Context: an optimization exercise on an open-source flow, tuned for small area, a short achievable clock period and few clock cycles per item. The choices shown serve that exercise and are no tape-out recipe. At most, simulation tests tie the RTL to the original design; equivalence was not proved. No activity file was given, so power comes from the tool's default toggle rates.

// alu
module alu(
	output reg[15:0] data_out,
	output reg       valid_out,
	output reg       cmd_out,
	input [15:0]     data_in,
	input            valid_in,
	input            cmd_in,
	output reg       amm_read,
	output reg[7:0]  amm_address,
	input [7:0]      amm_readdata,
	input            amm_waitrequest,
	input [1:0]      amm_response,
	input clk,
	input rst_n
	);
	localparam D = 62;               
	reg        busy;                 
	reg        rx;                   
	reg        last;                 
	reg [5:0]  rem;                  
	reg        idx0, idx1;           
	reg [3:0]  op;
	reg        ee;                   
	reg        err;                  
	reg        dly;                  
	reg        pay;                  
	reg        b_mem;                
	reg        b_iss;                
	reg        b_i1;                 
	reg [7:0]  b_val;
	reg [7:0]  stk [0:D-1];
	reg [5:0]  cnt;
	reg        pop;                  
	reg        infl_i1;              
	reg [7:0]  addr_n;               
	reg [7:0]  v0r, v1r;             
	reg        v1big;                
	reg [7:0]  vbg, vrg;             
	reg [11:0] ures;                 
	reg [11:0] acc;
	wire o_and = (op == 4'd1);
	wire o_or  = (op == 4'd2);
	wire o_xor = (op == 4'd3);
	wire o_log = o_and || o_or || o_xor;
	wire o_not = (op == 4'd4);
	wire o_inc = (op == 4'd5);
	wire o_dec = (op == 4'd6);
	wire o_neg = (op == 4'd7);
	wire o_shr = (op == 4'd8);
	wire o_shl = (op == 4'd9);
	wire o_fast = o_log || o_not;        
  ...
Size: about 2400 cells after synthesis, ~620 flip-flops, about 58 I/O pins.
==> module alu, before the edit <==
module alu(
	output reg[15:0] data_out,
	output reg       valid_out,
	output reg       cmd_out,
	input [15:0]     data_in,
	input            valid_in,
	input            cmd_in,
	output reg       amm_read,
	output reg[7:0]  amm_address,
	input [7:0]      amm_readdata,
	input            amm_waitrequest,
	input [1:0]      amm_response,
	input clk,
	input rst_n
	);
	localparam D = 62;               
	reg        busy;                 
	reg        rx;                   
	reg        last;                 
	reg [5:0]  rem;                  
	reg        idx0, idx1;           
	reg [3:0]  op;
	reg        ee;                   
	reg        err;                  
	reg        dly;                  
	reg        pay;                  
	reg        b_mem;                
	reg        b_iss;                
	reg        b_i1;                 
	reg [7:0]  b_val;
	reg [7:0]  stk [0:D-1];
	reg [5:0]  cnt;
	reg        pop;                  
	reg        infl_i1;              
	reg [7:0]  addr_n;               
	reg [7:0]  v0r, v1r;             
	reg        v1big;                
	reg [7:0]  vbg, vrg;             
	reg [11:0] ures;                 
	reg [11:0] acc;
	wire o_and = (op == 4'd1);
	wire o_or  = (op == 4'd2);
	wire o_xor = (op == 4'd3);
	wire o_log = o_and || o_or || o_xor;
	wire o_not = (op == 4'd4);
	wire o_inc = (op == 4'd5);
	wire o_dec = (op == 4'd6);
	wire o_neg = (op == 4'd7);
	wire o_shr = (op == 4'd8);
	wire o_shl = (op == 4'd9);
	wire o_fast = o_log || o_not;        
	wire idle    = !busy && !dly && !(valid_out && cmd_out);
	wire hdr_in  = idle && valid_in && cmd_in;
	wire beat_in = busy && rx && valid_in;
	wire imm_now = beat_in && !(data_in[8] && !ee);    
	wire [3:0] h_op = data_in[11:8];
	wire [5:0] h_n  = data_in[5:0];
	wire h_ee = (h_n == 6'd0) || (h_op >= 4'd10) ||
	            (h_op[3:2] == 2'b01 && h_n != 6'd1) ||
	            (h_op[3:1] == 3'b100 && h_n != 6'd2);
	wire done_rd  = amm_read && !amm_waitrequest;
	wire rsp_err  = done_rd && (amm_response != 2'b00);
	wire err_n    = err || rsp_err;
	wire push     = b_mem && !b_iss && !err;
	wire head_ok  = (cnt != 6'd0) && !pop;
	wire new_mem  = beat_in && data_in[8] && !ee;
	wire port_free = !amm_read || !amm_waitrequest;
	wire can_iss   = busy && port_free && !err_n;
	wire src_b     = push;
	wire src_e     = !push && head_ok;
	wire src_d     = !push && !head_ok && new_mem;
	wire issue     = can_iss && (src_b || src_e || src_d);
	wire hold_a    = amm_read && amm_waitrequest;
	wire [7:0] addr_next = src_b ? b_val : (src_e ? stk[0] : data_in[7:0]);
	wire waiting   = push || head_ok || new_mem;
	wire reads_done = err_n || (!(amm_read && amm_waitrequest) && !waiting);
	wire beats_done = !rx || (last && valid_in);
	wire respond    = busy && beats_done && reads_done;
	wire hdr_go     = (respond && o_fast) || dly;
	wire [11:0] sum   = acc + {4'h0, vbg} + {4'h0, vrg};
	wire [7:0]  a_or  = acc[7:0] | vbg | vrg;
	wire [7:0]  a_xor = acc[7:0] ^ vbg ^ vrg;
	wire [7:0]  a_log = o_xor ? a_xor : a_or;
	wire [11:0] acc_n = o_log ? {4'h0, a_log} : sum;
	wire [7:0] x0 = v0r;
	wire [7:0] x1 = v1r;
	reg  [7:0] x_all1, x_any1;             
	integer j;
	always @(*) begin
		x_all1[0] = 1'b1;
		x_any1[0] = 1'b0;
		for (j = 1; j < 8; j = j + 1) begin
			x_all1[j] = x_all1[j-1] & x0[j-1];
			x_any1[j] = x_any1[j-1] | x0[j-1];
		end
	end
	wire [11:0] x_inc = {3'h0, x_all1[7] & x0[7], x0 ^ x_all1};
	wire [11:0] x_dec = {{4{!(x_any1[7] | x0[7])}}, x0 ^ ~x_any1};
	wire [7:0]  x_neg = x0 ^ x_any1;
	wire [7:0]  x_shr = v1big ? 8'h00 : x0 >> x1[2:0];
	wire [7:0]  x_shl = v1big ? 8'h00 : x0 << x1[2:0];
	wire [11:0] ures_n = {4'h0, ({8{o_not}} & ~x0) | ({8{o_neg}} & x_neg) |
	                            ({8{o_shr}} & x_shr) | ({8{o_shl}} & x_shl)} |
	                     ({12{o_inc}} & x_inc) | ({12{o_dec}} & x_dec);
	wire [11:0] res = o_log ? {4'h0, a_log ^ {8{o_and}}} : o_not ? {4'h0, ~v0r} :
	                  (op[3] || op[2]) ? ures : acc;
	integer k;
	always @(posedge clk) begin
		if (push) begin
			stk[0] <= b_val;
			if (!pop)
				for (k = 1; k < D; k = k + 1) stk[k] <= stk[k-1];
		end
		else if (pop) begin
			for (k = 0; k < D-1; k = k + 1) stk[k] <= stk[k+1];
		end
		b_val <= data_in[7:0];
		b_i1  <= idx1;
		v0r   <= (imm_now && idx0) ? data_in[7:0] : (done_rd && !infl_i1) ? amm_readdata : v0r;
		v1r   <= (imm_now && idx1) ? data_in[7:0] : (done_rd &&  infl_i1) ? amm_readdata : v1r;
		v1big <= (imm_now && idx1) ? |data_in[7:3] : (done_rd &&  infl_i1) ? |amm_readdata[7:3] : v1big;
		ures  <= ures_n;
		data_out <= (valid_out && cmd_out) ? (err ? 16'h0bad : {4'h0, res})
		                                   : {11'h0, err_n, op};
		amm_address <= hold_a ? ~addr_n : addr_next;
		addr_n      <= hold_a ? addr_n : ~addr_next;
		if (!hold_a)
			infl_i1 <= src_b ? b_i1 : (src_e ? 1'b1 : idx1);
		if (!rst_n) begin
			busy      <= 1'b0;
			rx        <= 1'b0;
			last      <= 1'b0;
			rem       <= 6'd0;
			idx0      <= 1'b0;
			idx1      <= 1'b0;
			op        <= 4'd0;
			ee        <= 1'b0;
			err       <= 1'b0;
			b_mem     <= 1'b0;
			b_iss     <= 1'b0;
			cnt       <= 6'd0;
			pop       <= 1'b0;
			acc       <= 12'd0;
			amm_read  <= 1'b0;
			valid_out <= 1'b0;
			cmd_out   <= 1'b0;
			dly       <= 1'b0;
			pay       <= 1'b0;
			vbg       <= 8'h00;
			vrg       <= 8'h00;
		end
		else begin
			if (hdr_in) begin
				busy <= 1'b1;
				rx   <= (h_n != 6'd0);
				last <= (h_n == 6'd1);
				rem  <= h_n;
				idx0 <= 1'b1;
				idx1 <= 1'b0;
				op   <= h_op;
				ee   <= h_ee;
				err  <= h_ee;
			end
			else
				err <= err_n;
			acc <= pay ? 12'h000 : acc_n;
			pay <= cmd_out;
			vbg <= imm_now ? data_in[7:0] ^ {8{o_and}} : 8'h00;
			vrg <= done_rd ? amm_readdata ^ {8{o_and}} : 8'h00;
			if (beat_in) begin
				rem  <= rem - 6'd1;
				last <= (rem == 6'd2);
				rx   <= !last;
				idx0 <= 1'b0;
				idx1 <= idx0;
			end
			b_mem <= new_mem;
			b_iss <= issue && src_d;
			cnt <= err ? 6'd0 : cnt + {5'd0, push} - {5'd0, pop};
			pop <= issue && !src_d;
			amm_read <= (amm_read && amm_waitrequest) || issue;
			if (respond) busy <= 1'b0;
			dly       <= respond && !o_fast;
			valid_out <= hdr_go || (valid_out && cmd_out);
			cmd_out   <= hdr_go;
		end
	end
endmodule
==> flow/config.mk <==
export PLATFORM = sky130hd
export DESIGN_NAME = alu
export DESIGN_NICKNAME = alu
export VERILOG_FILES = /design/flow/design.v
export SDC_FILE = /design/flow/constraint.sdc
export NUM_CORES = 4
export LEC_CHECK = 0
export ABC_CLOCK_PERIOD_IN_PS = 1800
export CAP_MARGIN = 20
export CORE_MARGIN = 2
export CORE_UTILIZATION = 60
export CTS_CLUSTER_DIAMETER = 60
export CTS_CLUSTER_SIZE = 24
export SETUP_SLACK_MARGIN = 3.0
export SLEW_MARGIN = 20
==> flow/constraint.sdc <==
create_clock -name core_clock -period 5.0 [get_ports {clk}]
set_input_delay 1.0000 -clock core_clock [delete_from_list [all_inputs] [get_ports {clk}]]
set_output_delay 1.0000 -clock core_clock [all_outputs]
set_load 0.01 [all_outputs]
standard.sh (not shown) runs the stock make flow with config.mk's settings and CLKGATE_MAP_FILE= SYNTH_SCRIPT=/design/flow/synth_recipe.tcl, a recipe that flattens the netlist after the stock synthesis.
==> flow/flow/run.sh <==
#!/bin/bash
# The standard layout (standard.sh), with synthesis changed in two ways:
# adders are left to ABC as plain logic (no full/half-adder cells, ADDER_MAP_FILE
# empty), and ABC maps with its own script (flow/synth.tcl). Registers and their
# names are those of the standard synthesis. Ports are buffered, as in the
# standard flow, but with buf_4 cells rather than the delay buffer that
# buffer_ports picks by default.
set -euo pipefail
here=$(pwd)

ports="BUFFER_PORTS_ARGS=-buffer_cell sky130_fd_sc_hd__buf_4"
bash standard.sh synth SYNTH_SCRIPT="$here/flow/synth.tcl" ADDER_MAP_FILE= "$ports" > "$here/synth.log" 2>&1
bash standard.sh finish SYNTH_SCRIPT="$here/flow/synth.tcl" ADDER_MAP_FILE= "$ports" > "$here/layout.log" 2>&1
test -f "$here/out/final.def"
==> flow/flow/synth.tcl <==
# The standard flow's synthesis script (synth_recipe.tcl), with one change: ABC maps with a
# script that maps with SAT-based area-oriented matching (&nf -a) and pin permutation.
proc synth {args} { yosys synth -nofsm -noshare {*}$args }
proc abc {args} {
  set i [lsearch -exact $args -script]
  if {$i >= 0} {
    set s "+&get -n;&st;&dch;&nf -a -p;&put;buffer -c;topo;stime -c;upsize -c;dnsize -c"
    set args [lreplace $args $i [expr {$i + 1}] -script $s]
  }
  yosys abc {*}$args
}
source $::env(SCRIPTS_DIR)/synth.tcl
# left out here: clear keep_hierarchy, flatten, clean up, hide names made inside functions, write 1_2_yosys.v
Testbench counts at the start, summed over its fixed seeds: cycles 34,374, items 2,000.
==> next run, changes <==
--- a/flow/design.v
+++ b/flow/design.v
@@ -20,13 +20,12 @@
 	reg [5:0]  rem;                  
 	reg        idx0, idx1;           
 	reg [3:0]  op;
 	reg        ee;                   
 	reg        err;                  
 	reg        dly;                  
-	reg        pay;                  
 	reg        b_mem;                
 	reg        b_iss;                
 	reg        b_i1;                 
 	reg [7:0]  b_val;
 	reg [7:0]  stk [0:D-1];
 	reg [5:0]  cnt;
@@ -116,12 +115,14 @@
 		end
 		b_val <= data_in[7:0];
 		b_i1  <= idx1;
 		v0r   <= (imm_now && idx0) ? data_in[7:0] : (done_rd && !infl_i1) ? amm_readdata : v0r;
 		v1r   <= (imm_now && idx1) ? data_in[7:0] : (done_rd &&  infl_i1) ? amm_readdata : v1r;
 		v1big <= (imm_now && idx1) ? |data_in[7:3] : (done_rd &&  infl_i1) ? |amm_readdata[7:3] : v1big;
+		vbg   <= imm_now ? data_in[7:0] ^ {8{o_and}} : 8'h00;
+		vrg   <= done_rd ? amm_readdata ^ {8{o_and}} : 8'h00;
 		ures  <= ures_n;
 		data_out <= (valid_out && cmd_out) ? (err ? 16'h0bad : {4'h0, res})
 		                                   : {11'h0, err_n, op};
 		amm_address <= hold_a ? ~addr_n : addr_next;
 		addr_n      <= hold_a ? addr_n : ~addr_next;
 		if (!hold_a)
@@ -142,15 +143,12 @@
 			pop       <= 1'b0;
 			acc       <= 12'd0;
 			amm_read  <= 1'b0;
 			valid_out <= 1'b0;
 			cmd_out   <= 1'b0;
 			dly       <= 1'b0;
-			pay       <= 1'b0;
-			vbg       <= 8'h00;
-			vrg       <= 8'h00;
 		end
 		else begin
 			if (hdr_in) begin
 				busy <= 1'b1;
 				rx   <= (h_n != 6'd0);
 				last <= (h_n == 6'd1);
@@ -160,16 +158,13 @@
 				op   <= h_op;
 				ee   <= h_ee;
 				err  <= h_ee;
 			end
 			else
 				err <= err_n;
-			acc <= pay ? 12'h000 : acc_n;
-			pay <= cmd_out;
-			vbg <= imm_now ? data_in[7:0] ^ {8{o_and}} : 8'h00;
-			vrg <= done_rd ? amm_readdata ^ {8{o_and}} : 8'h00;
+			acc <= idle ? 12'h000 : acc_n;
 			if (beat_in) begin
 				rem  <= rem - 6'd1;
 				last <= (rem == 6'd2);
 				rx   <= !last;
 				idx0 <= 1'b0;
 				idx1 <= idx0;
What happened: The new run passed the timing, design-rule and antenna checks. Routed wire length fell by a few percent. Register-to-register slack gains 0.02 ns. Critical path depth shrinks by 2. Maximum frequency goes up slightly. Total power is lower slightly. Global-route usage fell by 1.4 points.
No functional check of the RTL was part of the second run of this note.

==> static timing again, ports no longer ideal <==
No port has a modelled driver above. Below, the same layouts with a new extraction and two added sets of constraints.
Step 1 (the two cells are an assumption about what drives the block):
set clk [get_ports {clk}]
set_driving_cell -lib_cell sky130_fd_sc_hd__clkbuf_16 $clk
set_driving_cell -lib_cell sky130_fd_sc_hd__buf_2 [delete_from_list [all_inputs] $clk]
Step 2 adds t to the input delays and takes it off the output delays; t is the mean of the earliest and latest rising clock arrival at the registers after step 1. Input paths then give back, and output paths get back, about the clock's delay inside the block.
Three values: ideal ports, drivers, drivers and shift; two values: the first two.
run	t, ns	setup slack, ns	worst register clock-pin slew, ns
the first run	0.638	2.897 / 2.867 / 2.337	0.09 / 0.09
the second run	0.633	2.915 / 2.905 / 2.396	0.09 / 0.09
After both steps every run listed still meets setup and hold. For the first run, which loses most, drivers alone change the setup slack by -0.030 ns; drivers and shift together by -0.560 ns.
